Context: an optimization exercise on an open-source flow, tuned for small area, a short achievable clock period and few clock cycles per item. The choices shown serve that exercise and are no tape-out recipe. At most, simulation tests tie the RTL to the original design; equivalence was not proved. The RTL of runs 6 to 8 was laid out without a check of its function. No activity file was given, so power comes from the tool's default toggle rates.

==> design/flow/design.v <==
module calculator(
    input  wire        clk,
    input  wire        rst_n,
    input  wire        start,
    input  wire [1:0]  op,
    input  wire [15:0] a,
    input  wire [15:0] b,
    output wire [15:0] result,
    output reg         overflow,
    output reg         done,
    output reg         error
);
reg  [15:0] X, Y, R;
reg  [4:0]  cnt;         
reg  [1:0]  opr;         
reg         sel_q;       
wire is_mul = (opr == 2'b10);
wire is_div = (opr == 2'b11);
wire subtr  = opr[0];
wire addsub = ~opr[1];
wire [16:0] A = {R, Y[15] & ~is_mul};
wire [17:0] T;
pfx_add #(.W(17)) u_add (.a(A), .b({subtr, X}), .ci(subtr), .s(T[16:0]), .co(T[17]));
wire        cy = T[17];                  
wire [15:0] v = {R[11:0], Y[15:12]};
wire [15:0] top_x;
genvar gi;
generate
    for (gi = 0; gi < 16; gi = gi + 1) begin : tx
        if (gi == 15) begin : t
            assign top_x[gi] = 1'b1;
        end else begin : n
            assign top_x[gi] = &X[15:gi+1];
        end
    end
endgenerate
wire cnt_ge4  = |cnt[4:2];
wire skip_mul = cnt_ge4 & is_mul & (Y[15:12] == 4'd0);
wire skip_div = cnt_ge4 & is_div & (R[15:12] == 4'd0) & ~|(v & top_x);
wire skip     = skip_mul | skip_div;
wire use_t = addsub | (is_mul & Y[15]) | (is_div & cy);
wire q     = is_div & cy;
wire [4:0] cnt_m1 = cnt - 5'd1;
wire [4:0] cnt_m4 = cnt - 5'd4;
wire last = skip ? (cnt == 5'd4) : (cnt == 5'd1);
wire busy = |cnt;
wire b_zero    = (b == 16'd0);
wire st_div    = (op == 2'b11);
wire st_addsub = ~op[1];
wire ov_as  = busy & addsub;
wire ov_m   = busy & is_mul;
wire a15    = R[14];
wire ov_next = (overflow & ~ov_as)
             | (ov_m & (R[15] | (skip_mul & |R[14:12])))
             | (ov_m & ~skip_mul & Y[15] & T[16])
             | (ov_as & (a15 == X[15]) & (T[15] ^ a15));
always @(posedge clk) begin
    opr <= op;
    if (start) begin
        X      <= op[0] ? ~b : b;
        Y      <= {st_addsub ? a[0] : a[15], a[14:0]};
        R      <= st_addsub ? {1'b0, a[15:1]} : 16'd0;
        error  <= st_div & b_zero;
        sel_q  <= st_div & ~b_zero;
        overflow <= 1'b0;
    end else begin
        if (skip) begin
            R <= {R[11:0], Y[15:12]};
            Y <= {Y[11:0], 4'd0};
        end else begin
            R <= use_t ? T[15:0] : {R[14:0], Y[15]};
            Y <= {Y[14:0], q};
        end
        overflow <= ov_next;
    end
end
always @(posedge clk or negedge rst_n) begin
    if (!rst_n) begin
        cnt  <= 5'd0;
        done <= 1'b0;
    end else if (start) begin
        cnt  <= (st_div & b_zero) ? 5'd0 : (st_addsub ? 5'd1 : 5'd16);
        done <= st_div & b_zero;
    end else begin
        cnt  <= ~busy ? 5'd0 : (skip ? cnt_m4 : cnt_m1);
        done <= busy & last;
    end
end
assign result = sel_q ? Y : R;
endmodule
module pfx_add #(parameter W = 16) (
    input  wire [W-1:0] a,
    input  wire [W-1:0] b,
    input  wire         ci,
    output wire [W-1:0] s,
    output wire         co
);
    wire [W:0] g [0:5];
    wire [W:0] p [0:5];
    assign g[0] = {a & b, ci};
    assign p[0] = {a ^ b, 1'b0};
    genvar l, i;
    generate
        for (l = 0; l < 5; l = l + 1) begin : lvl
            for (i = 0; i <= W; i = i + 1) begin : bt
                if (i >= (1 << l)) begin : mg
                    assign g[l+1][i] = g[l][i] | (p[l][i] & g[l][i - (1 << l)]);
                    assign p[l+1][i] = p[l][i] & p[l][i - (1 << l)];
                end else begin : cp
                    assign g[l+1][i] = g[l][i];
                    assign p[l+1][i] = p[l][i];
                end
            end
        end
    endgenerate
    assign s  = p[0][W:1] ^ g[5][W-1:0];
    assign co = g[5][W];
endmodule
==> design/flow/flow/run.sh <==
#!/bin/bash
# Own layout flow: the standard ORFS layout (standard.sh), with the port
# buffers that global placement inserts made plain buffers
# (sky130_fd_sc_hd__buf_1) instead of the delay cell buffer_ports picks by
# default. Every input and output port still gets its own buffer.
# Full tool output goes to flow.log in the work folder; ORFS's per-step logs
# stay under orfs/logs/.
set -euo pipefail
cd "$(dirname "$0")/.."
bash standard.sh "BUFFER_PORTS_ARGS=-buffer_cell sky130_fd_sc_hd__buf_1" finish > flow.log 2>&1
==> design/flow/standard.sh <==
#!/bin/bash
# synth_recipe.tcl (not shown) runs the flow's synth.tcl, then flattens the netlist and writes it again
# the make line also repeats each setting of config.mk as NAME=value (left out here)
make -C /OpenROAD-flow-scripts/flow DESIGN_CONFIG=/design/flow/config.mk WORK_HOME=/design/flow/orfs CLKGATE_MAP_FILE= SYNTH_SCRIPT=/design/flow/synth_recipe.tcl "${@:-finish}"
==> design/flow/config.mk <==
export PLATFORM = sky130hd
export DESIGN_NAME = calculator
export DESIGN_NICKNAME = calculator
export VERILOG_FILES = /design/flow/design.v
export SDC_FILE = /design/flow/constraint.sdc
export NUM_CORES = 4
export LEC_CHECK = 0
export ABC_AREA = 1
export CAP_MARGIN = 20
export CORE_MARGIN = 2
export CORE_UTILIZATION = 50
export SETUP_SLACK_MARGIN = 1.7
export SLEW_MARGIN = 20
export TNS_END_PERCENT = 5
==> design/flow/constraint.sdc <==
create_clock -name core_clock -period 4.0 [get_ports {clk}]
set_input_delay 0.8000 -clock core_clock [delete_from_list [all_inputs] [get_ports {clk}]]
set_output_delay 0.8000 -clock core_clock [all_outputs]
set_load 0.01 [all_outputs]
==> flow_metrics.tcl, run 1 <==
set metrics [dict create \
    outcome "finished clean" \
    start_util_pct 52.1 \
    slew_headroom_pct 39.6 \
    yosysSeqAreaShare_pct 32.2 \
    total_leakage_power_nw 2.53 \
    placed_cell_area_um2 4580 \
    grt_max_degree 40 \
    rsz0062_at_grt "true" \
    core_um2 8300 \
    clock_latency_ns 0.34 \
    ys.flop_type "dfxtp_1" \
    skew_ns 0.00808 \
    grt_pass1_vias 4342 \
    wl_met2_mm 6.17 \
    top_layer_used "met4" \
    dp_hpwl_mm 9.76 \
    drive_gt1_share_pct 10.3 \
    synthToLayoutAreaGrowth_pct 18.7 \
    synth-simple-area-share_pct 36.6 \
    finalCritPeriodShare_pct 55.3 \
    synth_area_um2 4330 \
    power.density_nw_per_um2 610 \
    power_frac_seq_pct 29.3 \
    critPathArrivalTime_ns 1.41 \
    antenna_found_initial 0 \
    drc 0 \
    slew_violations 0 \
    avgSynthCellArea_um2 6.55 \
    critical_path_class "reg2out" \
    clkSinkCount 59 \
    n_antenna_cell 0 \
    ant_nets 0 \
    pwr-share-clk_pct 18.8 \
    drt-initial-drc-count 345 \
    synthesis.nets 722 \
    dr_wl_met3_um 964 \
    pre_cts_ws_ns 1.53 \
    reg2reg_slack_ns 1.82 \
    worstMarginPinSlew_ns 0.905 \
    hp-class "in2async" \
    synth_top_cells_by_area "nand2_1 (20%), dfxtp_1 (16%), edfxtp_1 (12%)" \
    drtPass1Iterations 5 \
    reg2reg_to "R[14]$_DFF_P_" \
    async_reset_ff_share_pct 10.2 \
    synth-seq-cells 59 \
    h-tree-depth 3 \
    synthXorXnorAreaFrac_pct 5.47 \
    pin_count 56 \
    die_h_um 97.0 \
    grt.overflow.total 0 \
    clk_pin_slew_ns 0.07 \
    synth_cell_types 36 \
    combPwrFrac_pct 51.9 \
    start_kind "register" \
    cp.required_ns 3.20 \
    final_util_pct 61.9 \
    drv_cap 0 \
    hold_violations 0 \
    cts-root-buf "clkbuf_8" \
    worstRegToRegCells 13 \
    hold_buffers 0 \
    die_width_um 97.0 \
    track_usage_pct 27.6 \
    syn_inst 661 \
    path_max_fanout 5 \
    switchingPower_mw 1.42 \
    clockBufferDepth 2 \
    p_int_mw 1.71 \
    peakVddDrop_mv 0.263 \
    numCtsBuffers 9 \
    synth_top_family_by_area "simple AND/OR/NAND/NOR gates" \
    placementRows 33 \
    wl_per_cell_um 16.1 \
    wirelength_mm 13.4 \
    setup_viol 0 \
    r2r_start "X[8]$_DFFE_PP_" \
    drt-met1-wl_mm 5.95 \
    swShare_pct 45.5 \
    yosysWarnings 2 \
    dieArea_um2 9410 \
    synth_fa_ha_area_share_pct 7.11 \
    yosys.area.top_type "nand2_1" \
    fin_ws_ns 1.79 \
    synth_compound_area_share_pct 9.86 \
    worstSetupEndpointType "output pin" \
    grt_pass1_wl_mm 20.9 \
    timing.fmax_mhz 452 \
    gp_congestion 0.931 \
    synthMuxAreaShare_pct 0 \
    fin_tns_setup_ns 0 \
    vias 4571 \
    place.port_buffers 55 \
    vias_per_cell 5.48 \
    finalCriticalPeriod_ns 2.21 \
    cts_tree "built" \
    stdcell_area_um2 5130 \
    netlist.area_leader.share_pct 20.1 \
    nNetsFinal 785 \
    synth_edf_count 18 \
]
[power groups by stage]
stage / clock network, mW / registers, mW / logic [mW]
floorplan: 0 / 0.848 / 1.09
global placement: 0 / 0.912 / 1.42
detailed placement: 0 / 0.914 / 1.43
CTS: 0.601 / 0.895 / 1.45
global route: 0.629 / 0.932 / 1.83
finish: 0.590 / 0.917 / 1.62
[timing repair]
| item | in CTS | in global routing |
|---|---|---|
| gates cloned | 0 | 4 |
| endpoints found under the setup margin | 51 | 40 |
| pin swaps | 0 | 9 |
| gates resized for setup | 0 | 40 |
| setup buffers | 3 | 8 |
| hold endpoints to repair | 0 | 0 |
[Yosys cell counts, types with 2 or more instances]
master,n
buf_4,3
nor2_2,2
nand2_4,2
and2_1,2
nand2_2,3
a21oi_2,2
ha_1,23
dfxtp_1,35
o21ai_0,30
xor2_1,26
nand2_1,232
nor2_1,36
nor3_1,5
a21oi_1,40
buf_2,5
inv_1,71
nand4_1,4
nand3_1,81
dfrtp_1,6
o21ai_1,4
inv_2,2
nor4_1,5
edfxtp_1,18
clkbuf_1,12
[kinds of logic after synthesis]
logic type / after synthesis
DFF: 59
buffers and inverters: 95
and+or+nand+nor: 375
xor gates and xnor gates: 27
adders and majority gates: 24
AOI/OAI and AO/OA: 81
[worst max path at each step]
| stage | from | endpoint |
|---|---|---|
| after global routing | R[6]$_DFF_P_ | R[5]$_DFF_P_ |
| after detailed placement | cnt[2]$_DFF_PN0_ | Y[15]$_DFF_P_ |
| final | sel_q$_DFFE_PP_ | result[15] |
| after global placement | start | Y[6]$_DFF_P_ |
| after CTS | cnt[2]$_DFF_PN0_ | Y[15]$_DFF_P_ |
| after floorplan | Y[15]$_DFF_P_ | R[10]$_DFF_P_ |
[cell usage in the layout (no fill, tap or decap), types with 9 or more instances in the layout]
cell and n:
a21oi_1 36, buf_1 54, buf_4 13, clkbuf_8 9, dfxtp_1 32, edfxtp_1 18
ha_1 13, inv_1 70, nand2_1 228, nand3_1 79, nor2_1 35, o21ai_0 29
xor2_1 26
[state kept, by name, indices dropped and copies added, names as in the netlist]
| register | flops |
|---|---|
| overflow | 1 |
| error | 1 |
| cnt | 5 |
| R | 16 |
| Y | 16 |
| done | 1 |
| opr | 2 |
| sel_q | 1 |
| X | 16 |
[through the flow]
stage	instances	power, mW	hold slack (ns)
after detailed placement	802	2.34	0.506
after global placement	802	2.33	0.501
after floorplan	661	1.94	0.478
after CTS	821	2.95	0.313
final	834	3.13	0.319
after global routing	834	3.39	0.335
[area by class of cell]
type / count / area [um^2]
fill: 815 / 3170
multi-input combinational: 511 / 2790
sequential: 59 / 1400
timing repair buffer: 70 / 328
inverter: 73 / 274
tap: 105 / 131
clock buffer: 10 / 128
clock inverter: 6 / 81.3
[layer usage]
layer  up-vias  GRT usage, %
met5         -             0
met3        27          4.48
met4         0          9.53
li1       2267             -
met1      2087          37.1
met2       190          45.0
[critical path, stage by stage, from the launching register on]
cell and delay [ns]:
edfxtp_1 0.43, buf_4 0.19, o21ai_0 0.27, buf_1 0.19
Testbench counts, summed over its fixed seeds: cycles 20,242, ops 3,200.
==> run 2, diff against run 1 <==
--- a/design/flow/config.mk
+++ b/design/flow/config.mk
@@ -9,6 +9,6 @@
 export CAP_MARGIN = 20
 export CORE_MARGIN = 2
 export CORE_UTILIZATION = 50
-export SETUP_SLACK_MARGIN = 1.7
+export SETUP_SLACK_MARGIN = 1.5
 export SLEW_MARGIN = 20
-export TNS_END_PERCENT = 5
+export TNS_END_PERCENT = 10
==> flow_metrics.tcl, run 2 <==
set metrics [dict create \
    outcome "finished clean" \
    finalCriticalPeriod_ns 2.41 \
    yosysWarnings 2 \
    grt_max_degree 40 \
    yosysMostFrequentCell "nand2_1" \
    clk_pin_slew_ns 0.08 \
    drv_cap 0 \
    synthesis.nets 722 \
    yosys.area.top_type "nand2_1" \
    drc 0 \
    worstSetupEndpointType "register" \
    avgSynthCellArea_um2 6.55 \
    grt_pass1_vias 4348 \
    start_kind "register" \
    core_um2 8300 \
    place.port_buffers 55 \
    worstMarginPinSlew_ns 0.822 \
    rsz0062_at_grt "true" \
    synth_cell_types 36 \
    yosysSeqAreaShare_pct 32.2 \
    hold_violations 0 \
    numCtsBuffers 9 \
    drt-initial-drc-count 294 \
    peakVddDrop_mv 0.262 \
    pre_cts_ws_ns 1.53 \
    most-common-layout-cells "nand2_1 (232), nand3_1 (81), inv_1 (71)" \
    synth-seq-cells 59 \
    netlist_top_cells_count "nand2_1 (232), nand3_1 (81), inv_1 (71), a21oi_1 (40), nor2_1 (36)" \
    finalCritPeriodShare_pct 60.2 \
    timing.fmax_mhz 415 \
    wirelength_mm 12.6 \
    path_max_fanout 5 \
    nNetsFinal 772 \
    wl_per_cell_um 15.4 \
    async_reset_ff_share_pct 10.2 \
    die_h_um 97.0 \
    synth_area_um2 4330 \
    antenna_found_initial 0 \
    slew_violations 0 \
    critical_path_class "reg2reg" \
    skew_ns 0.0122 \
    die_width_um 97.0 \
    synthToLayoutAreaGrowth_pct 11.9 \
    cts_tree "built" \
    cp.required_ns 4.19 \
    dieArea_um2 9410 \
    critPathArrivalTime_ns 2.60 \
    n_antenna_cell 0 \
    fill_cells 855 \
    fin_ws_ns 1.59 \
    largest_registers "R x16, X x16, Y x16" \
    grt_pass1_wl_mm 20.9 \
    start_util_pct 52.1 \
    total_leakage_power_nw 2.46 \
    netlist.area_leader.share_pct 20.1 \
    clkSinkCount 59 \
    grt.overflow.total 0 \
    ys.flop_type "dfxtp_1" \
    h-tree-depth 3 \
    placementRows 33 \
    hp-class "in2async" \
    gp_congestion 0.931 \
    slew_headroom_pct 45.2 \
    cts-root-buf "clkbuf_8" \
    drive_gt1_share_pct 4.89 \
    vias 4449 \
    synth_edf_count 18 \
    ant_nets 0 \
    pin_count 56 \
    track_usage_pct 27.5 \
    vias_per_cell 5.42 \
    syn_inst 661 \
    clock_latency_ns 0.35 \
    power.density_nw_per_um2 611 \
    dp_hpwl_mm 9.76 \
    synth_top_cells_by_area "nand2_1 (20%), dfxtp_1 (16%), edfxtp_1 (12%)" \
    fin_tns_setup_ns 0 \
    setup_viol 0 \
    layout_commonest_cell "nand2_1" \
    clockBufferDepth 2 \
    drtPass1Iterations 5 \
]
==> run 2: cell counts after synthesis <==
No cell type changed its count.
==> run 2: logic make-up after synthesis <==
kind of cell | count (synthesis) | share of synthesized area (%)
flip-flops | 59 | 32.2
XOR/XNOR | 27 | 5.47
buffers and inverters | 95 | 8.82
adder cells (fa/ha/maj) | 24 | 7.11
AND/OR/NAND/NOR | 375 | 36.6
AO/OA/AOI/OAI | 81 | 9.86
==> run 2: final timing paths <==
| kind | from | end | slack, ns | cells past startpoint |
|---|---|---|---|---|
| max | opr[0]$_DFF_P_ | overflow$_SDFF_PP0_ | 1.59 | 16 |
| max reg2reg | opr[0]$_DFF_P_ | overflow$_SDFF_PP0_ | 1.59 | 16 |
| max in group asynchronous | rst_n | cnt[4]$_DFF_PN0_ | 3.45 | 1 |
| min reg2reg | Y[2]$_DFF_P_ | Y[3]$_DFF_P_ | 0.52 | 2 |
| min in group core_clock | Y[2]$_DFF_P_ | Y[3]$_DFF_P_ | 0.52 | 2 |
| min | rst_n | cnt[2]$_DFF_PN0_ | 0.32 | 1 |
==> run 2: layer usage <==
| metal | vias up | global-route usage, % | share of wire [%] |
|---|---|---|---|
| met4 | 0 | 9.64 | 2.1 |
| li1 | 2233 | - | - |
| met1 | 2035 | 36.5 | 45 |
| met5 | - | 0 | 0 |
| met2 | 159 | 45.4 | 47 |
| met3 | 22 | 4.77 | 5.7 |
==> run 2: where the power goes <==
group / total (mW) / switching, mW / internal, mW
combinational: 1.47 / 0.961 / 0.508
sequential: 0.897 / 0.141 / 0.756
clock: 0.591 / 0.244 / 0.347
total: 2.96 / 1.35 / 1.61
==> run 2: repair_timing <==
item                                    4_1_cts  5_1_grt
pin swaps                                     0        0
endpoints found under the setup margin       16       47
buffers inserted                              1        1
hold buffers                                  0        0
gates cloned                                  0        0
gates resized for setup                       0        4
==> run 2: worst max-delay path, stage by stage (launching register included) <==
cell and delay [ns]:
dfxtp_1 0.44, nor2_1 0.12, nor2_1 0.15, inv_1 0.07
fa_1 0.41, inv_1 0.10, nand3_1 0.07, nand3_1 0.17
nand3_1 0.10, nand2_1 0.13, nand2_1 0.13, nand2_1 0.11
nand2_1 0.05, nand3_1 0.06, nand2_1 0.05, inv_1 0.05
a21oi_1 0.06
==> run 2: cell type report <==
| type | count | area [um^2] | area share, % |
|---|---|---|---|
| Multi-Input combinational cell | 507 | 2570 | 53.0 |
| Sequential cell | 59 | 1390 | 28.8 |
| Inverter | 73 | 274 | 5.66 |
| Timing Repair Buffer | 61 | 269 | 5.55 |
| Tap cell | 105 | 131 | 2.71 |
| Clock buffer | 10 | 128 | 2.63 |
| Clock inverter | 6 | 81.3 | 1.68 |
==> run 2: stage by stage <==
stage	power (mW)	instance area (um^2)	cells	hold slack, ns	utilization (%)
2_1_floorplan	1.94	4330	661	0.478	-
3_3_place_gp	2.33	4580	802	0.501	55.2
3_5_place_dp	2.34	4580	802	0.506	55.2
4_1_cts	2.94	4800	819	0.313	57.8
5_1_grt	3.22	4840	821	0.335	58.4
6_report	2.96	4840	821	0.316	58.4
==> run 3, diff against run 2 <==
--- a/design/flow/config.mk
+++ b/design/flow/config.mk
@@ -9,6 +9,6 @@
 export CAP_MARGIN = 20
 export CORE_MARGIN = 2
 export CORE_UTILIZATION = 50
-export SETUP_SLACK_MARGIN = 1.5
+export SETUP_SLACK_MARGIN = 1.65
 export SLEW_MARGIN = 20
 export TNS_END_PERCENT = 10
==> flow_metrics.tcl, run 3 <==
set metrics [dict create \
    outcome "finished clean" \
    grt.overflow.total 0 \
    cts_tree "built" \
    clkSinkCount 59 \
    wirelength_mm 13.0 \
    fin_tns_setup_ns 0 \
    setup_viol 0 \
    vias 4526 \
    yosys.area.top_type "nand2_1" \
    path_max_fanout 18 \
    yosysMostFrequentCell "nand2_1" \
    fill_cells 844 \
    skew_ns 0.0105 \
    place.port_buffers 55 \
    pin_count 56 \
    critPathArrivalTime_ns 2.47 \
    drt-initial-drc-count 385 \
    ys.flop_type "dfxtp_1" \
    clk_pin_slew_ns 0.07 \
    yosysSeqAreaShare_pct 32.2 \
    cts-root-buf "clkbuf_8" \
    rsz0062_at_grt "true" \
    clockBufferDepth 2 \
    synth_edf_count 18 \
    critical_path_class "reg2reg" \
    timing.fmax_mhz 447 \
    most-common-layout-cells "nand2_1 (229), nand3_1 (80), inv_1 (70)" \
    vias_per_cell 5.46 \
    dieArea_um2 9410 \
    finalCritPeriodShare_pct 56.0 \
    syn_inst 661 \
    antenna_found_initial 0 \
    die_h_um 97.0 \
    finalCriticalPeriod_ns 2.24 \
    netlist_top_cells_count "nand2_1 (232), nand3_1 (81), inv_1 (71), a21oi_1 (40), nor2_1 (36)" \
    regArea_um2 1390 \
    drc 0 \
    hold_ws_ns 0.318 \
    clock_latency_ns 0.34 \
    core_um2 8300 \
    synthToLayoutAreaGrowth_pct 15.2 \
    worstMarginPinSlew_ns 0.906 \
    synth_cell_types 36 \
    netlist.area_leader.share_pct 20.1 \
    grt_max_degree 40 \
    slew_headroom_pct 39.6 \
    yosysWarnings 2 \
    worstSetupEndpointType "register" \
    synth_top_cells_by_area "nand2_1 (20%), dfxtp_1 (16%), edfxtp_1 (12%)" \
    peakVddDrop_mv 0.262 \
    cp.required_ns 4.23 \
    total_leakage_power_nw 2.49 \
    numCtsBuffers 9 \
    nNetsFinal 780 \
    synth-seq-cells 59 \
    async_reset_ff_share_pct 10.2 \
    hold_violations 0 \
    slew_violations 0 \
    placementRows 33 \
    grt_pass1_vias 4342 \
    dp_hpwl_mm 9.76 \
    drtPass1Iterations 5 \
    dp.cells 802 \
    grt_pass1_wl_mm 20.9 \
    wl_per_cell_um 15.7 \
    h-tree-depth 3 \
    n_antenna_cell 0 \
    stdcell_area_um2 4980 \
    multiInputGateArea_um2 2670 \
    largest_registers "R x16, X x16, Y x16" \
    drive_gt1_share_pct 7.87 \
    hp-class "in2async" \
    synthesis.nets 722 \
    start_kind "register" \
    gp_congestion 0.931 \
    fin_ws_ns 1.76 \
    placed_cell_area_um2 4580 \
    synth_area_um2 4330 \
    layout_commonest_cell "nand2_1" \
    hold_buffers 0 \
    drv_cap 0 \
    start_util_pct 52.1 \
    die_width_um 97.0 \
    final_cells 829 \
    power.density_nw_per_um2 611 \
    pre_cts_ws_ns 1.53 \
    track_usage_pct 27.6 \
    avgSynthCellArea_um2 6.55 \
    ant_nets 0 \
    final_util_pct 60.0 \
    fin_total_pwr_mw 3.04 \
]
-- run 3: changes by cell type in the layout (fill, tap and decap cells not counted), sizes merged --
cell,before,now
buf,60,66
nand2,237,239
-- run 3: worst max-delay path, cell delays in order (launching register included) --
cell	delay [ns]
edfxtp_1	0.44
ha_1	0.37
a21oi_1	0.25
nand2_1	0.09
nand2_1	0.07
nand3_2	0.09
nand2_1	0.09
nand2_2	0.09
nand2_8	0.16
nand2_8	0.11
nand2_1	0.11
nand3_1	0.12
nand2_1	0.10
nand2_1	0.04
-- run 3: cell families (layout without fill, tap and decap cells) --
kind of cell,after synthesis,in the layout,share of synthesized area (%)
compound gates,81,81,9.86
xor+xnor,27,27,5.47
flops,59,59,32.2
buf+inv,95,156,8.82
simple gates,375,377,36.6
fa+ha+maj,24,24,7.11
-- run 3: power by group --
group / internal [mW] / total, mW / switching (mW)
sequential: 0.756 / 0.905 / 0.149
clock: 0.347 / 0.589 / 0.242
combinational: 0.555 / 1.55 / 0.993
total: 1.66 / 3.04 / 1.38
-- run 3: cell type report --
cell class	count	share of cell area, %
clock buffers	10	2.56
clock inverters	6	1.63
inverters	73	5.50
multi-input cells	509	53.6
flip-flops and latches	59	28.0
well taps	105	2.64
repair buffers	67	6.05
-- run 3: layer usage --
metal / track usage [%] / routed length [um] / up-vias
met3: 4.48 / 868 / 23
li1: - / - / 2256
met4: 9.53 / 273 / 0
met2: 45.0 / 6060 / 177
met1: 37.1 / 5850 / 2070
met5: 0 / 0 / -
-- run 3: timing repair --
item | CTS | global route
gates cloned | 0 | 2
resized for setup | 0 | 21
pin swaps | 0 | 5
endpoints found under the setup margin | 51 | 38
setup buffers | 3 | 5
-- run 3: worst paths after layout --
kind,startpoint,slack (ns),cells past startpoint,to
max reg2reg,X[4]$_DFFE_PP_,1.76,13,R[14]$_DFF_P_
min,rst_n,0.32,1,cnt[2]$_DFF_PN0_
max in group asynchronous,rst_n,3.45,1,cnt[4]$_DFF_PN0_
min reg2reg,Y[2]$_DFF_P_,0.52,2,Y[3]$_DFF_P_
max,X[4]$_DFFE_PP_,1.76,13,R[14]$_DFF_P_
min in group core_clock,Y[2]$_DFF_P_,0.52,2,Y[3]$_DFF_P_
==> run 4, diff against run 3 <==
--- a/design/flow/config.mk
+++ b/design/flow/config.mk
@@ -8,7 +8,6 @@
 export ABC_AREA = 1
 export CAP_MARGIN = 20
 export CORE_MARGIN = 2
-export CORE_UTILIZATION = 50
+export CORE_UTILIZATION = 55
 export SETUP_SLACK_MARGIN = 1.65
 export SLEW_MARGIN = 20
-export TNS_END_PERCENT = 10
==> flow_metrics.tcl, run 4 <==
set metrics [dict create \
    outcome "finished clean" \
    place.port_buffers 55 \
    wirelength_mm 13.3 \
    die_width_um 92.7 \
    timing.fmax_mhz 438 \
    layout_commonest_cell "nand2_1" \
    synth_cell_types 36 \
    largest_registers "R x16, X x16, Y x16" \
    dieArea_um2 8590 \
    clk_pin_slew_ns 0.09 \
    grt_pass1_vias 4149 \
    n_antenna_cell 0 \
    cts_tree "built" \
    avgSynthCellArea_um2 6.55 \
    hp-class "in2async" \
    hold_violations 0 \
    vias 4642 \
    start_kind "register" \
    yosysSeqAreaShare_pct 32.2 \
    clkSinkCount 59 \
    final_cells 831 \
    cp.required_ns 4.24 \
    finalCritPeriodShare_pct 57.0 \
    netlist.area_leader.share_pct 20.1 \
    placed_cell_area_um2 4570 \
    grt_pass1_wl_mm 20.6 \
    yosysWarnings 2 \
    drv_cap 0 \
    power.density_nw_per_um2 615 \
    worstRegToRegCells 11 \
    skew_ns 0.0129 \
    drt-initial-drc-count 393 \
    drive_gt1_share_pct 9.19 \
    slew_headroom_pct 29.5 \
    gp_congestion 0.922 \
    synth_edf_count 18 \
    grt_max_degree 57 \
    synth_top_cells_by_area "nand2_1 (20%), dfxtp_1 (16%), edfxtp_1 (12%)" \
    grt.overflow.total 0 \
    drtPass1Iterations 5 \
    yosysMostFrequentCell "nand2_1" \
    antenna_found_initial 0 \
    ant_nets 0 \
    vias_per_cell 5.59 \
    start_util_pct 56.3 \
    numCtsBuffers 9 \
    reg2reg_to "R[14]$_DFF_P_" \
    synth_area_um2 4330 \
    setup_viol 0 \
    synth-seq-cells 59 \
    die_h_um 92.7 \
    synthToLayoutAreaGrowth_pct 16.4 \
    stdcell_area_um2 5040 \
    syn_inst 661 \
    cts-root-buf "clkbuf_8" \
    netlist_top_cells_count "nand2_1 (232), nand3_1 (81), inv_1 (71), a21oi_1 (40), nor2_1 (36)" \
    path_max_fanout 16 \
    clockBufferDepth 2 \
    fin_tns_setup_ns 0 \
    most-common-layout-cells "nand2_1 (229), nand3_1 (80), inv_1 (71)" \
    async_reset_ff_share_pct 10.2 \
    wl_per_cell_um 16.0 \
    yosys.area.top_type "nand2_1" \
    placementRows 32 \
    fill_cells 753 \
    worstMarginPinSlew_ns 1.06 \
    nNetsFinal 785 \
    rsz0062_at_grt "true" \
    critPathArrivalTime_ns 2.52 \
    dp_hpwl_mm 9.68 \
    ys.flop_type "dfxtp_1" \
    finalCriticalPeriod_ns 2.28 \
    slew_violations 0 \
    hold_ws_ns 0.306 \
    reg2reg_slack_ns 1.72 \
    h-tree-depth 3 \
    critical_path_class "reg2reg" \
    track_usage_pct 30.9 \
    peakVddDrop_mv 0.313 \
    drc 0 \
    synthesis.nets 722 \
    worstSetupEndpointType "register" \
    dp.cells 798 \
    clock_latency_ns 0.35 \
    pin_count 56 \
    hold_buffers 0 \
    core_um2 7690 \
    r2r_start "X[11]$_DFFE_PP_" \
    total_leakage_power_nw 2.52 \
]
==> run 4: cells by family after synthesis <==
group / count (synthesis) / synth area share (%)
compound gates: 81 / 9.86
xor+xnor: 27 / 5.47
fa+ha+maj: 24 / 7.11
buf+inv: 95 / 8.82
flops: 59 / 32.2
simple gates: 375 / 36.6
==> run 4: power by group <==
group	internal [mW]	total, mW	switching (mW)
registers	0.756	0.906	0.150
logic	0.558	1.57	1.01
clock network	0.332	0.626	0.295
total	1.65	3.10	1.45
==> run 4: worst max-delay path by stage <==
stage	endpoint	start	slack, ns
after floorplan	R[10]$_DFF_P_	Y[15]$_DFF_P_	1.98
after global placement	R[0]$_DFF_P_	cnt[2]$_DFF_PN0_	1.59
after detailed placement	R[0]$_DFF_P_	cnt[2]$_DFF_PN0_	1.51
after CTS	R[8]$_DFF_P_	X[8]$_DFFE_PP_	1.67
after global routing	Y[4]$_DFF_P_	cnt[2]$_DFF_PN0_	1.62
final	R[14]$_DFF_P_	X[11]$_DFFE_PP_	1.72
==> run 4: timing repair <==
action | 4_1_cts | 5_1_grt
gates cloned | 0 | 2
endpoints found under the setup margin | 50 | 39
pin swaps | 0 | 4
resized for setup | 3 | 22
buffers inserted | 3 | 12
==> run 4: metrics by stage <==
stage	setup slack, ns	util (%)	power, mW
3_3_place_gp	1.59	59.4	2.32
6_report	1.72	65.5	3.10
3_5_place_dp	1.51	59.4	2.34
5_1_grt	1.62	65.5	3.34
4_1_cts	1.67	62.7	2.97
2_1_floorplan	1.98	-	1.94
==> run 4: final cells by class <==
type	count	area [um^2]	share of cell area, %
inverters	73	274	5.44
flip-flops and latches	59	1400	27.8
clock buffers	10	149	2.96
well taps	102	128	2.53
repair buffers	72	339	6.73
clock inverters	6	70.1	1.39
multi-input cells	509	2680	53.2
==> run 4: worst max-delay path, cell delays in order, from the launching register on <==
cell	delay (ns)
edfxtp_1	0.45
ha_1	0.42
nand2_1	0.13
o21ai_0	0.28
a21oi_1	0.15
nand2_2	0.15
nand2_8	0.12
buf_4	0.16
nand3_1	0.06
nand3_1	0.10
nand2_1	0.10
nand2_1	0.05
==> run 4: layer usage <==
layer | wire [um] | vias up | global-route usage (%)
li1 | - | 2264 | -
met1 | 5790 | 2122 | 42.4
met2 | 6120 | 226 | 50.8
met3 | 1010 | 30 | 4.15
met4 | 330 | 0 | 9.44
met5 | 0 | - | 0
==> run 5, diff against run 4 <==
--- a/design/flow/config.mk
+++ b/design/flow/config.mk
@@ -8,6 +8,7 @@
 export ABC_AREA = 1
 export CAP_MARGIN = 20
 export CORE_MARGIN = 2
-export CORE_UTILIZATION = 55
-export SETUP_SLACK_MARGIN = 1.65
+export CORE_UTILIZATION = 45
+export SETUP_SLACK_MARGIN = 1.6
 export SLEW_MARGIN = 20
+export TNS_END_PERCENT = 20
==> flow_metrics.tcl, run 5 <==
set metrics [dict create \
    critPathArrivalTime_ns 2.55 \
    drtPass1Iterations 6 \
    yosysMostFrequentCell "nand2_1" \
    synthToLayoutAreaGrowth_pct 13.6 \
    clock_latency_ns 0.35 \
    synth-seq-cells 59 \
    fin_tns_setup_ns 0 \
    finalCriticalPeriod_ns 2.30 \
    cts-root-buf "clkbuf_8" \
    synthesis.nets 722 \
    antenna_found_initial 0 \
    layout_commonest_cell "nand2_1" \
    grt_max_degree 41 \
    h-tree-depth 3 \
    n_antenna_cell 0 \
    cp.required_ns 4.26 \
    power.density_nw_per_um2 615 \
    pwr-share-clk_pct 20.2 \
    grt.overflow.total 0 \
    dp_hpwl_mm 10.1 \
    fill_cells 993 \
    timing.fmax_mhz 436 \
    largest_registers "R x16, X x16, Y x16" \
    combPwrFrac_pct 50.0 \
    synth_area_um2 4330 \
    rsz0062_at_grt "true" \
    ant_nets 0 \
    netlist_top_cells_count "nand2_1 (232), nand3_1 (81), inv_1 (71), a21oi_1 (40), nor2_1 (36)" \
    ys.flop_type "dfxtp_1" \
    multiInputGateArea_um2 2620 \
    outcome "finished clean" \
    pin_count 56 \
    vias_per_cell 5.34 \
    clkSinkCount 59 \
    worstMarginPinSlew_ns 1.05 \
    track_usage_pct 26.6 \
    synth_top_cells_by_area "nand2_1 (20%), dfxtp_1 (16%), edfxtp_1 (12%)" \
    grt_pass1_wl_mm 21.1 \
    most-common-layout-cells "nand2_1 (231), nand3_1 (80), inv_1 (71)" \
    yosysWarnings 2 \
    clk_pin_slew_ns 0.08 \
    gp_congestion 0.962 \
    cts_tree "built" \
    synth_cell_types 36 \
    start_util_pct 46.6 \
    core_um2 9280 \
    avgSynthCellArea_um2 6.55 \
    die_h_um 102 \
    synth_edf_count 18 \
    yosysSeqAreaShare_pct 32.2 \
    final_cells 845 \
    drt-initial-drc-count 485 \
    numCtsBuffers 9 \
    wirelength_mm 13.4 \
    placementRows 35 \
    wl_per_cell_um 15.9 \
    clockBufferDepth 2 \
    async_reset_ff_share_pct 10.2 \
    peakVddDrop_mv 0.244 \
    slew_violations 0 \
    grt_pass1_vias 4201 \
    place.port_buffers 55 \
    worstRegToRegCells 14 \
    worstSetupEndpointType "register" \
    path_max_fanout 32 \
    hp-class "in2async" \
    total_leakage_power_nw 2.45 \
    netlist.area_leader.share_pct 20.1 \
    die_width_um 102 \
    dieArea_um2 10400 \
    slew_headroom_pct 30.3 \
    hold_violations 0 \
    regArea_um2 1400 \
    power_frac_seq_pct 29.7 \
    finalCritPeriodShare_pct 57.4 \
    critical_path_class "reg2reg" \
    p_int_mw 1.60 \
    drv_cap 0 \
    switchingPower_mw 1.42 \
    start_kind "register" \
    drc 0 \
    skew_ns 0.0150 \
    yosys.area.top_type "nand2_1" \
    drive_gt1_share_pct 6.42 \
    dp.cells 825 \
    vias 4510 \
    swShare_pct 47.0 \
    nNetsFinal 772 \
    syn_inst 661 \
    setup_viol 0 \
]
[run 5: repair_timing]
item / CTS / global route
gates cloned: 0 / 1
buffers inserted: 3 / 0
endpoints found under the setup margin: 48 / 39
resized for setup: 0 / 15
pin swaps: 0 / 1
hold buffers: 0 / 0
[run 5: routing by layer]
metal / global-route usage [%] / part of all wire [%] / vias up
li1: - / - / 2240
met1: 36.8 / 44 / 2054
met2: 41.4 / 46 / 184
met3: 4.79 / 6.9 / 32
met4: 10.2 / 3.1 / 0
met5: 0 / 0 / -
[run 5: logic make-up (layout without fill, tap and decap cells)]
logic type / count (synthesis) / after routing / synth area share [%]
adder cells (fa/ha/maj): 24 / 24 / 7.11
flip-flops: 59 / 59 / 32.2
XOR/XNOR: 27 / 27 / 5.47
AND/OR/NAND/NOR: 375 / 376 / 36.6
AO/OA/AOI/OAI: 81 / 81 / 9.86
buffers and inverters: 95 / 149 / 8.82
[run 5: power by group through the flow]
stage          clock (mW)  combinational, mW  sequential (mW)
6_report            0.612               1.51            0.899
3_3_place_gp            0               1.44            0.913
3_5_place_dp            0               1.45            0.914
2_1_floorplan           0               1.09            0.848
5_1_grt             0.642               1.71            0.909
4_1_cts             0.622               1.47            0.896
[run 5: path summary, 6_finish.rpt]
path	slack, ns	from	end
min reg2reg	0.52	Y[2]$_DFF_P_	Y[3]$_DFF_P_
max in group asynchronous	3.46	rst_n	done$_DFF_PN0_
min	0.30	rst_n	cnt[1]$_DFFE_PN0P_
min in group core_clock	0.52	Y[2]$_DFF_P_	Y[3]$_DFF_P_
max	1.70	cnt[2]$_DFF_PN0_	Y[6]$_DFF_P_
max reg2reg	1.70	cnt[2]$_DFF_PN0_	Y[6]$_DFF_P_
[run 5: per-stage QoR]
step	setup slack, ns	instance area [um^2]	utilization [%]	power [mW]	hold WS, ns
2_1_floorplan	1.98	4330	-	1.94	0.478
3_3_place_gp	1.57	4600	49.6	2.35	0.500
3_5_place_dp	1.52	4600	49.6	2.36	0.503
4_1_cts	1.53	4840	52.2	2.99	0.295
5_1_grt	1.56	4910	52.9	3.26	0.341
6_report	1.70	4910	52.9	3.02	0.300
[run 5: critical path: stages (launching register included)]
cell and delay [ns]:
dfrtp_1 0.40, inv_1 0.08, ha_1 0.24, ha_1 0.19, inv_1 0.09, nand3_1 0.10
nor2_1 0.16, o2111ai_1 0.13, nor2_2 0.14, a21oi_2 0.07, buf_4 0.26, nand2_2 0.15
nand2_1 0.09, nand2_1 0.06, nand2_1 0.04
[run 5: final cells by class]
type,count,area share [%]
well taps,129,3.28
clock inverters,6,1.43
clock buffers,10,3.03
repair buffers,60,4.99
multi-input cells,508,53.3
flip-flops and latches,59,28.4
inverters,73,5.58
==> run 6, diff against run 5 <==
--- a/design/flow/design.v
+++ b/design/flow/design.v
@@ -12,12 +12,8 @@
 );
 reg  [15:0] X, Y, R;
 reg  [4:0]  cnt;         
-reg  [1:0]  opr;         
+reg         is_mul, is_div, subtr, addsub;    
 reg         sel_q;       
-wire is_mul = (opr == 2'b10);
-wire is_div = (opr == 2'b11);
-wire subtr  = opr[0];
-wire addsub = ~opr[1];
 wire [16:0] A = {R, Y[15] & ~is_mul};
 wire [17:0] T;
 pfx_add #(.W(17)) u_add (.a(A), .b({subtr, X}), .ci(subtr), .s(T[16:0]), .co(T[17]));
@@ -55,7 +51,10 @@
              | (ov_m & ~skip_mul & Y[15] & T[16])
              | (ov_as & (a15 == X[15]) & (T[15] ^ a15));
 always @(posedge clk) begin
-    opr <= op;
+    is_mul <= (op == 2'b10);
+    is_div <= (op == 2'b11);
+    subtr  <= op[0];
+    addsub <= ~op[1];
     if (start) begin
         X      <= op[0] ? ~b : b;
         Y      <= {st_addsub ? a[0] : a[15], a[14:0]};
==> design/flow/config.mk (replaced) <==
export PLATFORM = sky130hd
export DESIGN_NAME = calculator
export DESIGN_NICKNAME = calculator
export VERILOG_FILES = /design/flow/design.v
export SDC_FILE = /design/flow/constraint.sdc
export NUM_CORES = 4
export LEC_CHECK = 0
export ABC_CLOCK_PERIOD_IN_PS = 1500
export CAP_MARGIN = 20
export CORE_MARGIN = 2
export CORE_UTILIZATION = 40
export SETUP_SLACK_MARGIN = 1.5
export SLEW_MARGIN = 20
==> flow_metrics.tcl, run 6 <==
set metrics [dict create \
    outcome "finished clean" \
    synth-seq-cells 61 \
    start_kind "register" \
    path_buf_inv 0 \
    synthXorXnorAreaFrac_pct 7.04 \
    stdcell_area_um2 4950 \
    gp_congestion 0.906 \
    r2r_start "X[10]$_DFFE_PP_" \
    place.port_buffers 55 \
    yosys.area.top_type "dfxtp_1" \
    most-common-layout-cells "buf_1 (54), nand2_1 (39), dfxtp_1 (31)" \
    pin_count 56 \
    yosysSeqAreaShare_pct 36.0 \
    grt_pass1_wl_mm 18.4 \
    clock_latency_ns 0.35 \
    ant_nets 0 \
    clockBufferDepth 2 \
    netlist.area_leader.share_pct 18.6 \
    skew_ns 0.0126 \
    rsz0062_at_grt "true" \
    start_util_pct 40.9 \
    worstSetupEndpointType "register" \
    reg2reg_to "R[15]$_SDFF_PP0_" \
    met2_usage_pct 36.7 \
    fin_tns_setup_ns 0 \
    total_leakage_power_nw 1.96 \
    die_h_um 104 \
    grt_max_degree 34 \
    syn_inst 437 \
    pre_cts_ws_ns 0.987 \
    grt_pass1_vias 3570 \
    numCtsBuffers 9 \
    synth-simple-area-share_pct 14.8 \
    slew_violations 0 \
    synthToLayoutAreaGrowth_pct 24.2 \
    slew_headroom_pct 61.5 \
    ys.flop_type "dfxtp_1" \
    clk_pin_slew_ns 0.08 \
    peakVddDrop_mv 0.256 \
    crit_slowest_cell "edfxtp_1" \
    layout_commonest_cell "buf_1" \
    synth_cell_types 60 \
    placementRows 36 \
    nNetsFinal 569 \
    synthMuxAreaShare_pct 11.0 \
    vias 3658 \
    worstMarginPinSlew_ns 0.572 \
    finalCritPeriodShare_pct 67.6 \
    avgSynthCellArea_um2 9.11 \
    synth_fa_ha_area_share_pct 7.73 \
    synth_compound_area_share_pct 20.0 \
    netlist_top_cells_count "nand2_1 (40), dfxtp_1 (37), nor2_1 (30), mux2i_1 (27), o21ai_1 (26)" \
    setup_viol 0 \
    drv_cap 0 \
    critPathArrivalTime_ns 2.96 \
    grt_util_met3_pct 4.72 \
    drt-initial-drc-count 142 \
    async_reset_ff_share_pct 9.84 \
    yosysWarnings 2 \
    cp_cell_sequence "ha_4, nand4_1, or3_4, a311o_1, o21a_4, or3b_1, a311oi_2" \
    cts_tree "built" \
    antenna_found_initial 0 \
    crit_path_end "R[15]$_SDFF_PP0_" \
    synth_area_um2 3980 \
    clkSinkCount 61 \
    synth_edf_count 18 \
    hp-class "in2async" \
    vias_per_cell 5.66 \
    dp_hpwl_mm 8.54 \
    largest_registers "R x16, X x16, Y x16" \
    synth_top_family_by_area "compound AO/OA/AOI/OAI gates" \
    power.density_nw_per_um2 623 \
    dp.cells 614 \
    worst-path-stages 7 \
    cp_top_family "simple AND/OR/NAND/NOR gates" \
    synthesis.nets 498 \
    slowest_delay_ns 0.46 \
    grt.overflow.total 0 \
    reg2reg_slack_ns 1.30 \
    hold_violations 0 \
    grt_busiest_layer "met2" \
    fin_ws_ns 1.30 \
    synth_top_cells_by_area "dfxtp_1 (19%), edfxtp_1 (14%), ha_1 (7.2%)" \
    hold_buffers 0 \
    timing.fmax_mhz 370 \
    drtPass1Iterations 4 \
    cp.required_ns 4.26 \
    crit_path_start "X[10]$_DFFE_PP_" \
    track_usage_pct 21.9 \
    die_width_um 104 \
    drive_gt1_share_pct 18.5 \
    yosysMostFrequentCell "nand2_1" \
    fill_cells 954 \
    wirelength_mm 11.8 \
    cts-root-buf "clkbuf_8" \
    placed_cell_area_um2 4380 \
    wl_per_cell_um 18.2 \
    n_antenna_cell 0 \
    final_util_pct 50.8 \
    dieArea_um2 10800 \
    core_um2 9730 \
    use_met1_pct 27.2 \
    drc 0 \
    h-tree-depth 3 \
    critical_path_class "reg2reg" \
    path_max_fanout 7 \
    finalCriticalPeriod_ns 2.70 \
    final_cells 646 \
    worstRegToRegCells 7 \
]
==> run 6: cell families (layout without fill, tap and decap cells) <==
kind of cell / count (synthesis) / after routing
flops: 61 / 61
buf+inv: 34 / 110
compound gates: 122 / 122
fa+ha+maj: 24 / 24
xor+xnor: 32 / 32
mux: 42 / 42
simple gates: 122 / 122
==> run 6: per-stage QoR <==
stage                     power (mW)  hold slack [ns]
after floorplan                 1.92            0.433
after global placement          2.30            0.442
after CTS                       2.97            0.323
final                           3.08            0.313
after detailed placement        2.31            0.460
after global routing            3.28            0.343
==> run 6: worst min path at each step <==
stage	to	slack, ns
after global placement	done$_DFF_PN0_	0.44
after floorplan	done$_DFF_PN0_	0.43
after CTS	cnt[2]$_DFF_PN0_	0.32
final	cnt[2]$_DFF_PN0_	0.31
after detailed placement	done$_DFF_PN0_	0.46
after global routing	cnt[3]$_DFF_PN0_	0.34
==> run 6: timing repair <==
item | CTS | global route
buffers inserted | 9 | 7
gates resized for setup | 25 | 26
pin swaps | 8 | 6
endpoints found under the setup margin | 44 | 29
==> run 6: layer usage <==
layer	routed length, um	up-vias
met2	5870	90
met3	479	24
li1	-	1763
met5	0	-
met4	286	0
met1	5150	1781
==> run 6: worst reg2reg max path: stages, from the launching register on <==
cell and delay, ns:
edfxtp_1 0.46, ha_4 0.34, nand4_1 0.17, or3_4 0.44, a311o_1 0.35, o21a_4 0.23, or3b_1 0.37, a311oi_2 0.26
==> run 6: area by class of cell <==
class	count	area, um^2	share of cell area [%]
repair buffers	79	432	8.73
clock inverters	4	27.5	0.557
flip-flops and latches	61	1440	29.2
clock buffers	12	176	3.57
inverters	15	56.3	1.14
well taps	133	166	3.36
multi-input cells	342	2640	53.5
==> run 6: report_power, final <==
group | switching, mW | internal (mW) | total, mW
sequential | 0.220 | 0.780 | 1.00
clock | 0.271 | 0.297 | 0.568
combinational | 0.796 | 0.716 | 1.51
total | 1.29 | 1.79 | 3.08
==> run 7, diff against run 6 <==
--- a/design/flow/config.mk
+++ b/design/flow/config.mk
@@ -5,7 +5,7 @@
 export SDC_FILE = /design/flow/constraint.sdc
 export NUM_CORES = 4
 export LEC_CHECK = 0
-export ABC_CLOCK_PERIOD_IN_PS = 1500
+export ABC_CLOCK_PERIOD_IN_PS = 2000
 export CAP_MARGIN = 20
 export CORE_MARGIN = 2
 export CORE_UTILIZATION = 40
==> flow_metrics.tcl, run 7 <==
set metrics [dict create \
    outcome "finished clean" \
    rsz0062_at_grt "true" \
    total_leakage_power_nw 1.96 \
    synth-simple-area-share_pct 14.8 \
    pre_cts_ws_ns 0.987 \
    vias_per_cell 5.66 \
    fin_ws_ns 1.30 \
    yosysMostFrequentCell "nand2_1" \
    setup_viol 0 \
    combPwrFrac_pct 49.1 \
    switchingPower_mw 1.29 \
    clkSinkCount 61 \
    netlist.area_leader.share_pct 18.6 \
    cp.required_ns 4.26 \
    place.port_buffers 55 \
    hold_violations 0 \
    power.density_nw_per_um2 623 \
    worstRegToRegCells 7 \
    grt_max_degree 34 \
    drv_cap 0 \
    dieArea_um2 10800 \
    h-tree-depth 3 \
    fill_cells 954 \
    timing.fmax_mhz 370 \
    critPathArrivalTime_ns 2.96 \
    slowest_delay_ns 0.46 \
    critical_path_class "reg2reg" \
    drtPass1Iterations 4 \
    wl_per_cell_um 18.2 \
    swShare_pct 41.8 \
    grt.overflow.total 0 \
    slew_headroom_pct 61.5 \
    power_frac_seq_pct 32.5 \
    synthMuxAreaShare_pct 11.0 \
    worstMarginPinSlew_ns 0.572 \
    core_um2 9730 \
    synth_top_family_by_area "compound AO/OA/AOI/OAI gates" \
    yosysSeqAreaShare_pct 36.0 \
    netlist_top_cells_count "nand2_1 (40), dfxtp_1 (37), nor2_1 (30), mux2i_1 (27), o21ai_1 (26)" \
    regArea_um2 1440 \
    nNetsFinal 569 \
    antenna_found_initial 0 \
    start_util_pct 40.9 \
    clock_latency_ns 0.35 \
    clk_pin_slew_ns 0.08 \
    async_reset_ff_share_pct 9.84 \
    drc 0 \
    track_usage_pct 21.9 \
    grt_pass1_wl_mm 18.4 \
    grt_pass1_vias 3570 \
    finalCritPeriodShare_pct 67.6 \
    cp_top_family "simple AND/OR/NAND/NOR gates" \
    skew_ns 0.0126 \
    placementRows 36 \
    vias 3658 \
    start_kind "register" \
    pwr-share-clk_pct 18.4 \
    synthesis.nets 498 \
    placed_cell_area_um2 4380 \
    hold_buffers 0 \
    synthToLayoutAreaGrowth_pct 24.2 \
    cp_cell_sequence "ha_4, nand4_1, or3_4, a311o_1, o21a_4, or3b_1, a311oi_2" \
    fin_total_pwr_mw 3.08 \
    gp_congestion 0.906 \
    synth_top_cells_by_area "dfxtp_1 (19%), edfxtp_1 (14%), ha_1 (7.2%)" \
    stdcell_area_um2 4950 \
    most-common-layout-cells "buf_1 (54), nand2_1 (39), dfxtp_1 (31)" \
    synth_area_um2 3980 \
    layout_commonest_cell "buf_1" \
    p_int_mw 1.79 \
    slew_violations 0 \
    yosys.area.top_type "dfxtp_1" \
    clockBufferDepth 2 \
    synthXorXnorAreaFrac_pct 7.04 \
    multiInputGateArea_um2 2640 \
    hp-class "in2async" \
    synth_compound_area_share_pct 20.0 \
    cts_tree "built" \
    hold_ws_ns 0.313 \
    die_width_um 104 \
    path_max_fanout 7 \
    worstSetupEndpointType "register" \
    crit_slowest_cell "edfxtp_1" \
    wirelength_mm 11.8 \
    numCtsBuffers 9 \
    pin_count 56 \
    largest_registers "R x16, X x16, Y x16" \
    worst-path-stages 7 \
    yosysWarnings 2 \
    fin_tns_setup_ns 0 \
    ys.flop_type "dfxtp_1" \
    synth-seq-cells 61 \
    drive_gt1_share_pct 18.5 \
    finalCriticalPeriod_ns 2.70 \
    cts-root-buf "clkbuf_8" \
    syn_inst 437 \
    synth_cell_types 60 \
    die_h_um 104 \
    avgSynthCellArea_um2 9.11 \
    drt-initial-drc-count 142 \
    dp_hpwl_mm 8.54 \
    n_antenna_cell 0 \
    synth_fa_ha_area_share_pct 7.73 \
    peakVddDrop_mv 0.256 \
    synth_edf_count 18 \
    ant_nets 0 \
    path_buf_inv 0 \
]
## run 7: path summary, 6_finish.rpt
kind,startpoint,end,slack [ns]
worst max register to register,X[10]$_DFFE_PP_,R[15]$_SDFF_PP0_,1.30
worst min-delay path,rst_n,cnt[2]$_DFF_PN0_,0.31
worst min register to register,cnt[4]$_DFF_PN0_,done$_DFF_PN0_,0.47
worst max-delay path,X[10]$_DFFE_PP_,R[15]$_SDFF_PP0_,1.30
max in group asynchronous,rst_n,cnt[4]$_DFF_PN0_,3.44
min in group core_clock,cnt[4]$_DFF_PN0_,done$_DFF_PN0_,0.47
## run 7: area by class of cell
class | count | share of cell area [%]
inverter | 15 | 1.14
timing repair buffer | 79 | 8.73
clock inverter | 4 | 0.557
sequential | 61 | 29.2
clock buffer | 12 | 3.57
multi-input combinational | 342 | 53.5
tap | 133 | 3.36
## run 7: kinds of logic (layout without fill, tap and decap cells)
logic type	Yosys count	count (layout)
DFF	61	61
AOI/OAI and AO/OA	122	122
muxes	42	42
and+or+nand+nor	122	122
xor gates and xnor gates	32	32
adders and majority gates	24	24
buffers and inverters	34	110
## run 7: worst register-to-register path, stage by stage (launching register included)
cell and delay, ns:
edfxtp_1 0.46, ha_4 0.34, nand4_1 0.17, or3_4 0.44, a311o_1 0.35, o21a_4 0.23, or3b_1 0.37, a311oi_2 0.26
## run 7: power groups by stage
stage                     clock network, mW  logic, mW  registers (mW)
final                                 0.568       1.51            1.00
after global routing                  0.600       1.66            1.02
after detailed placement                  0       1.31           0.995
after floorplan                           0       1.02           0.897
after global placement                    0       1.30           0.993
after CTS                             0.575       1.40           0.989
## run 7: through the flow
stage / std cells / utilization, %
global placement: 614 / 45.0
detailed placement: 614 / 45.0
floorplan: 437 / -
finish: 646 / 50.8
CTS: 639 / 48.9
global route: 646 / 50.8
## run 7: layer usage
layer	GRT usage, %	up-vias	wire length [um]
met5	0	-	0
met1	27.2	1781	5150
li1	-	1763	-
met2	36.7	90	5870
met4	9.27	0	286
met3	4.72	24	479
## run 7: timing repair
item	4_1_cts	5_1_grt
gates cloned	0	0
setup buffers	9	7
endpoints found under the hold margin	0	0
endpoints found under the setup margin	44	29
pin swaps	8	6
resized for setup	25	26
==> run 8, diff against run 7 <==
==> design/flow/config.mk (replaced) <==
export PLATFORM = sky130hd
export DESIGN_NAME = calculator
export DESIGN_NICKNAME = calculator
export VERILOG_FILES = /design/flow/design.v
export SDC_FILE = /design/flow/constraint.sdc
export NUM_CORES = 4
export LEC_CHECK = 0
export ABC_AREA = 1
export CAP_MARGIN = 20
export CORE_MARGIN = 2
export CORE_UTILIZATION = 50
export SETUP_SLACK_MARGIN = 1.6
export SLEW_MARGIN = 20
==> flow_metrics.tcl, run 8 <==
set metrics [dict create \
    dieArea_um2 9490 \
    avgSynthCellArea_um2 6.76 \
    worst-path-stages 13 \
    netlist_top_cells_count "nand2_1 (215), nand3_1 (71), inv_1 (65), a21oi_1 (40)" \
    slew_headroom_pct 33.6 \
    peakVddDrop_mv 0.272 \
    nNetsFinal 763 \
    skew_ns 0.0119 \
    synth_area_um2 4360 \
    drive_gt1_share_pct 7.07 \
    path_max_fanout 8 \
    hold_buffers 0 \
    final_util_pct 57.6 \
    finalCriticalPeriod_ns 2.28 \
    largest_registers "R x16, X x16, Y x16" \
    synth_edf_count 18 \
    grt_max_degree 41 \
    path_buf_inv 3 \
    ys.flop_type "dfxtp_1" \
    cts-root-buf "clkbuf_8" \
    finalCritPeriodShare_pct 57.1 \
    ant_nets 0 \
    total_leakage_power_nw 2.38 \
    vias_per_cell 5.50 \
    clockBufferDepth 2 \
    wl_per_cell_um 16.3 \
    grt_pass1_vias 4271 \
    die_width_um 97.4 \
    dp_hpwl_mm 10.1 \
    fin_total_pwr_mw 2.94 \
    grt_pass1_wl_mm 21.3 \
    timing.fmax_mhz 438 \
    drc 0 \
    pin_count 56 \
    start_kind "register" \
    crit_top_cell "nor2_1" \
    vias 4485 \
    critPathArrivalTime_ns 2.52 \
    clk_pin_slew_ns 0.08 \
    synthToLayoutAreaGrowth_pct 13.3 \
    gp_congestion 0.899 \
    drtPass1Iterations 8 \
    critical_path_class "reg2reg" \
    async_reset_ff_share_pct 9.84 \
    hp-class "in2async" \
    cp.required_ns 4.24 \
    wirelength_mm 13.3 \
    fill_cells 867 \
    clock_latency_ns 0.34 \
    outcome "finished clean" \
    core_um2 8590 \
    slowest_delay_ns 0.39 \
    synthesis.nets 707 \
    multiInputGateArea_um2 2590 \
    numCtsBuffers 9 \
    worstMarginPinSlew_ns 0.996 \
    grt.overflow.total 0 \
    h-tree-depth 3 \
    yosysSeqAreaShare_pct 32.8 \
    antenna_found_initial 0 \
    rsz0062_at_grt "true" \
    fin_tns_setup_ns 0 \
    slew_violations 0 \
    place.port_buffers 55 \
    placementRows 34 \
    netlist.area_leader.share_pct 18.5 \
    regArea_um2 1440 \
    yosysWarnings 2 \
    hold_ws_ns 0.308 \
    setup_viol 0 \
    cp_cell_sequence "inv_1, ha_1, ha_1, inv_1, nand4_1, nor2_1, nand3_1, nor2_1, nand2_1, nand2_4, clkinvlp_4, o21ai_0, nor2_1" \
    reg2reg_slack_ns 1.72 \
    drv_cap 0 \
    crit_slowest_cell "dfrtp_1" \
    worstRegToRegCells 13 \
    syn_inst 646 \
    synth_top_cells_by_area "nand2_1 (18%), dfxtp_1 (17%), edfxtp_1 (12%)" \
    synth-seq-cells 61 \
    cp_top_family "simple AND/OR/NAND/NOR gates" \
    worstSetupEndpointType "register" \
    layout_commonest_cell "nand2_1" \
    yosysMostFrequentCell "nand2_1" \
    cts_tree "built" \
    most-common-layout-cells "nand2_1 (213), nand3_1 (70), inv_1 (64)" \
    start_util_pct 50.8 \
    hold_violations 0 \
    synth_cell_types 36 \
    yosys.area.top_type "nand2_1" \
    power.density_nw_per_um2 594 \
    clkSinkCount 61 \
    n_antenna_cell 0 \
    die_h_um 97.4 \
    drt-initial-drc-count 336 \
    track_usage_pct 28.5 \
]
## run 8: cell types whose count changed in the layout (fill, tap and decap cells not counted), sizes merged, moves of 16 or more
cell,before,now
a31oi,17,1
inv,16,68
a21oi,14,43
nand2,40,219
nand3,9,72
mux2i,27,0
## run 8: worst reg2reg max path: stages (launching register included)
cell and delay (ns):
dfrtp_1 0.39, inv_1 0.08, ha_1 0.25, ha_1 0.22, inv_1 0.06, nand4_1 0.09
nor2_1 0.12, nand3_1 0.09, nor2_1 0.10, nand2_1 0.10, nand2_4 0.16, clkinvlp_4 0.24
o21ai_0 0.22, nor2_1 0.06
## run 8: area by class of cell
type	count	area share (%)
timing repair inverter	2	0.304
tap	108	2.73
clock inverter	7	1.44
timing repair buffer	66	6.37
sequential	61	29.0
inverter	67	5.16
multi-input combinational	495	52.5
clock buffer	9	2.50
## run 8: worst paths after layout
| check | start | to |
|---|---|---|
| setup / recovery | cnt[2]$_DFF_PN0_ | R[15]$_SDFF_PP0_ |
| min in group core_clock | Y[1]$_DFF_P_ | Y[2]$_DFF_P_ |
| max in group asynchronous | rst_n | cnt[4]$_DFF_PN0_ |
| hold reg to reg | Y[1]$_DFF_P_ | Y[2]$_DFF_P_ |
| setup reg to reg | cnt[2]$_DFF_PN0_ | R[15]$_SDFF_PP0_ |
| hold / removal | rst_n | cnt[0]$_DFFE_PN0P_ |
## run 8: power breakdown
group	internal, mW	switching (mW)
combinational	0.512	0.930
sequential	0.775	0.154
clock	0.290	0.275
total	1.58	1.36
## run 8: timing repair
action                     in CTS  in global routing
resized for setup               5                 13
pin swaps                       0                  1
setup endpoints to repair      46                 32
gates cloned                    1                  1
setup buffers                   4                  4
## run 8: cell families after synthesis
family / count (synthesis) / synth area share [%]
and+or+nand+nor: 352 / 34.3
AOI/OAI and AO/OA: 93 / 11.7
buffers and inverters: 90 / 8.89
DFF: 61 / 32.8
xor gates and xnor gates: 26 / 5.22
adders and majority gates: 24 / 7.05
## run 8: stage by stage
stage                     std cells  setup slack [ns]  area (um^2)
final                           815              1.72         4950
after floorplan                 646              2.04         4360
after CTS                       810              1.59         4850
after detailed placement        789              1.51         4590
after global placement          789              1.52         4590
after global routing            815              1.59         4950
## run 8: per-layer routing
| metal | global-route usage, % | vias to the layer above | wire (um) |
|---|---|---|---|
| met3 | 4.32 | 33 | 866 |
| li1 | - | 2229 | - |
| met2 | 46.7 | 185 | 6190 |
| met4 | 9.51 | 0 | 285 |
| met5 | 0 | - | 0 |
| met1 | 38.5 | 2038 | 5920 |
==> run 9, diff against run 8 <==
--- a/design/flow/design.v
+++ b/design/flow/design.v
@@ -12,8 +12,12 @@
 );
 reg  [15:0] X, Y, R;
 reg  [4:0]  cnt;         
-reg         is_mul, is_div, subtr, addsub;    
+reg  [1:0]  opr;         
 reg         sel_q;       
+wire is_mul = (opr == 2'b10);
+wire is_div = (opr == 2'b11);
+wire subtr  = opr[0];
+wire addsub = ~opr[1];
 wire [16:0] A = {R, Y[15] & ~is_mul};
 wire [17:0] T;
 pfx_add #(.W(17)) u_add (.a(A), .b({subtr, X}), .ci(subtr), .s(T[16:0]), .co(T[17]));
@@ -51,10 +55,7 @@
              | (ov_m & ~skip_mul & Y[15] & T[16])
              | (ov_as & (a15 == X[15]) & (T[15] ^ a15));
 always @(posedge clk) begin
-    is_mul <= (op == 2'b10);
-    is_div <= (op == 2'b11);
-    subtr  <= op[0];
-    addsub <= ~op[1];
+    opr <= op;
     if (start) begin
         X      <= op[0] ? ~b : b;
         Y      <= {st_addsub ? a[0] : a[15], a[14:0]};
--- a/design/flow/config.mk
+++ b/design/flow/config.mk
@@ -6,8 +6,8 @@
 export NUM_CORES = 4
 export LEC_CHECK = 0
 export ABC_AREA = 1
-export CAP_MARGIN = 20
+export CAP_MARGIN = 10
 export CORE_MARGIN = 2
 export CORE_UTILIZATION = 50
 export SETUP_SLACK_MARGIN = 1.6
-export SLEW_MARGIN = 20
+export SLEW_MARGIN = 10
==> flow_metrics.tcl, run 9 <==
set metrics [dict create \
    grt.overflow.total 0 \
    final_cells 827 \
    power.density_nw_per_um2 613 \
    stdcell_area_um2 4960 \
    grt_pass1_vias 4351 \
    wl_per_cell_um 15.7 \
    p_int_mw 1.66 \
    avgSynthCellArea_um2 6.55 \
    finalCritPeriodShare_pct 56.0 \
    largest_registers "R x16, X x16, Y x16" \
    ys.flop_type "dfxtp_1" \
    clk_pin_slew_ns 0.07 \
    start_kind "register" \
    power_frac_seq_pct 29.8 \
    synth_cell_types 36 \
    wirelength_mm 13.0 \
    total_leakage_power_nw 2.48 \
    n_antenna_cell 0 \
    yosysSeqAreaShare_pct 32.2 \
    vias 4544 \
    vias_per_cell 5.49 \
    slew_violations 0 \
    clkSinkCount 59 \
    swShare_pct 45.5 \
    cts-root-buf "clkbuf_8" \
    setup_viol 0 \
    grt_pass1_wl_mm 20.9 \
    fin_ws_ns 1.76 \
    synth-seq-cells 59 \
    synth_top_cells_by_area "nand2_1 (20%), dfxtp_1 (16%), edfxtp_1 (12%)" \
    final_util_pct 59.8 \
    antenna_found_initial 0 \
    grt_max_degree 40 \
    synthToLayoutAreaGrowth_pct 14.6 \
    rsz0062_at_grt "false" \
    syn_inst 661 \
    synth_edf_count 18 \
    pre_cts_ws_ns 1.53 \
    hold_buffers 0 \
    finalCriticalPeriod_ns 2.24 \
    place.port_buffers 55 \
    dp_hpwl_mm 9.76 \
    clock_latency_ns 0.34 \
    slew_headroom_pct 27.6 \
    combPwrFrac_pct 50.8 \
    yosysWarnings 2 \
    skew_ns 0.00867 \
    cts_tree "built" \
    drt-initial-drc-count 347 \
    dp.cells 802 \
    nNetsFinal 778 \
    most-common-layout-cells "nand2_1 (229), nand3_1 (80), inv_1 (70)" \
    synth_area_um2 4330 \
    drive_gt1_share_pct 7.62 \
    drtPass1Iterations 5 \
    hold_ws_ns 0.317 \
    timing.fmax_mhz 446 \
    outcome "finished clean" \
    layout_commonest_cell "nand2_1" \
    worstSetupEndpointType "register" \
    start_util_pct 52.1 \
    drc 0 \
    yosysMostFrequentCell "nand2_1" \
    synthesis.nets 722 \
    critical_path_class "reg2reg" \
    placed_cell_area_um2 4580 \
    fin_tns_setup_ns 0 \
    numCtsBuffers 9 \
    drv_cap 0 \
    async_reset_ff_share_pct 10.2 \
    track_usage_pct 27.6 \
    critPathArrivalTime_ns 2.48 \
    core_um2 8300 \
    die_h_um 97.0 \
    ant_nets 0 \
    h-tree-depth 3 \
    switchingPower_mw 1.38 \
    peakVddDrop_mv 0.260 \
    netlist.area_leader.share_pct 20.1 \
    pin_count 56 \
    fin_total_pwr_mw 3.04 \
    netlist_top_cells_count "nand2_1 (232), nand3_1 (81), inv_1 (71), a21oi_1 (40), nor2_1 (36)" \
    cp.required_ns 4.24 \
    gp_congestion 0.931 \
    worstMarginPinSlew_ns 1.09 \
    pwr-share-clk_pct 19.4 \
    die_width_um 97.0 \
    placementRows 33 \
    dieArea_um2 9410 \
    clockBufferDepth 2 \
    hp-class "in2async" \
    path_max_fanout 18 \
    hold_violations 0 \
    yosys.area.top_type "nand2_1" \
]
==> run 9: kinds of logic (layout without fill, tap and decap cells) <==
family | count (synthesis) | after routing | share of synthesized area (%)
compound gates | 81 | 81 | 9.86
xor+xnor | 27 | 27 | 5.47
fa+ha+maj | 24 | 24 | 7.11
buf+inv | 95 | 155 | 8.82
flops | 59 | 59 | 32.2
simple gates | 375 | 376 | 36.6
==> run 9: worst paths after layout <==
| check | startpoint | endpoint | slack (ns) | depth (start not counted) |
|---|---|---|---|---|
| max reg2reg | X[4]$_DFFE_PP_ | R[14]$_DFF_P_ | 1.76 | 13 |
| min | rst_n | cnt[2]$_DFF_PN0_ | 0.32 | 1 |
| max | X[4]$_DFFE_PP_ | R[14]$_DFF_P_ | 1.76 | 13 |
| max in group asynchronous | rst_n | cnt[4]$_DFF_PN0_ | 3.45 | 1 |
| min reg2reg | Y[2]$_DFF_P_ | Y[3]$_DFF_P_ | 0.51 | 2 |
| min in group core_clock | Y[2]$_DFF_P_ | Y[3]$_DFF_P_ | 0.51 | 2 |
==> run 9: power by group through the flow <==
stage	sequential, mW	combinational (mW)	clock, mW
floorplan	0.848	1.09	0
global placement	0.912	1.42	0
detailed placement	0.914	1.43	0
CTS	0.896	1.45	0.601
global route	0.919	1.75	0.629
finish	0.905	1.54	0.590
==> run 9: routing by layer <==
layer	vias up	global-route usage, %	share of wire [%]
met5	-	0	0
li1	2250	-	-
met3	30	4.26	6.5
met2	184	44.8	46
met4	0	10.6	2.4
met1	2080	37.2	45
==> run 9: critical path, cell delays in order (launching register included) <==
cell	delay, ns
edfxtp_1	0.44
ha_1	0.37
a21oi_1	0.25
nand2_1	0.09
nand2_1	0.07
nand3_2	0.09
nand2_1	0.09
nand2_2	0.09
nand2_8	0.16
nand2_8	0.11
nand2_1	0.10
nand3_1	0.12
nand2_1	0.10
nand2_1	0.04
==> run 9: timing repair <==
action,4_1_cts,5_1_grt
buffers inserted,3,5
hold endpoints to repair,0,0
pin swaps,0,3
gates resized for setup,2,18
endpoints found under the setup margin,48,35
gates cloned,0,1
==> run 9: layout make-up <==
cell class,instances,area (um^2)
inverters,73,274
well taps,105,131
fillers,840,3340
repair buffers,66,290
multi-input cells,508,2660
flip-flops and latches,59,1390
clock buffers,10,128
clock inverters,6,81.3
Testbench counts of run 9, summed over its fixed seeds: cycles 20,242, ops 3,200.

==> separate check: timing with driven ports <==
The results above use ideal ports. As a check the final layouts listed here were re-extracted and re-timed, cells and wires unchanged.
Step 1: set_driving_cell puts a clkbuf_16 on clk and a buf_2 on each other input, an assumption about the parent block.
Step 2 times the ports against the registers' clock, not the clock port: input delays grow and output delays shrink by t, the midpoint of the rising clock arrivals with the driver on.
Slacks: no drivers / after step 1 / after step 2; pairs: no drivers / after step 1.
run | t, ns | setup slack, ns
run 1 | 0.368 | 1.789 / 1.756 / 1.577
run 2 | 0.372 | 1.591 / 1.591 / 1.527
run 3 | 0.368 | 1.761 / 1.744 / 1.586
run 4 | 0.373 | 1.718 / 1.718 / 1.718
run 5 | 0.382 | 1.704 / 1.704 / 1.600
run 6 | 0.377 | 1.298 / 1.298 / 1.298
run 7 | 0.377 | 1.298 / 1.298 / 1.298
run 8 | 0.366 | 1.715 / 1.715 / 1.592
run 9 | 0.371 | 1.759 / 1.759 / 1.577
After both steps setup and hold are still met in every run listed.
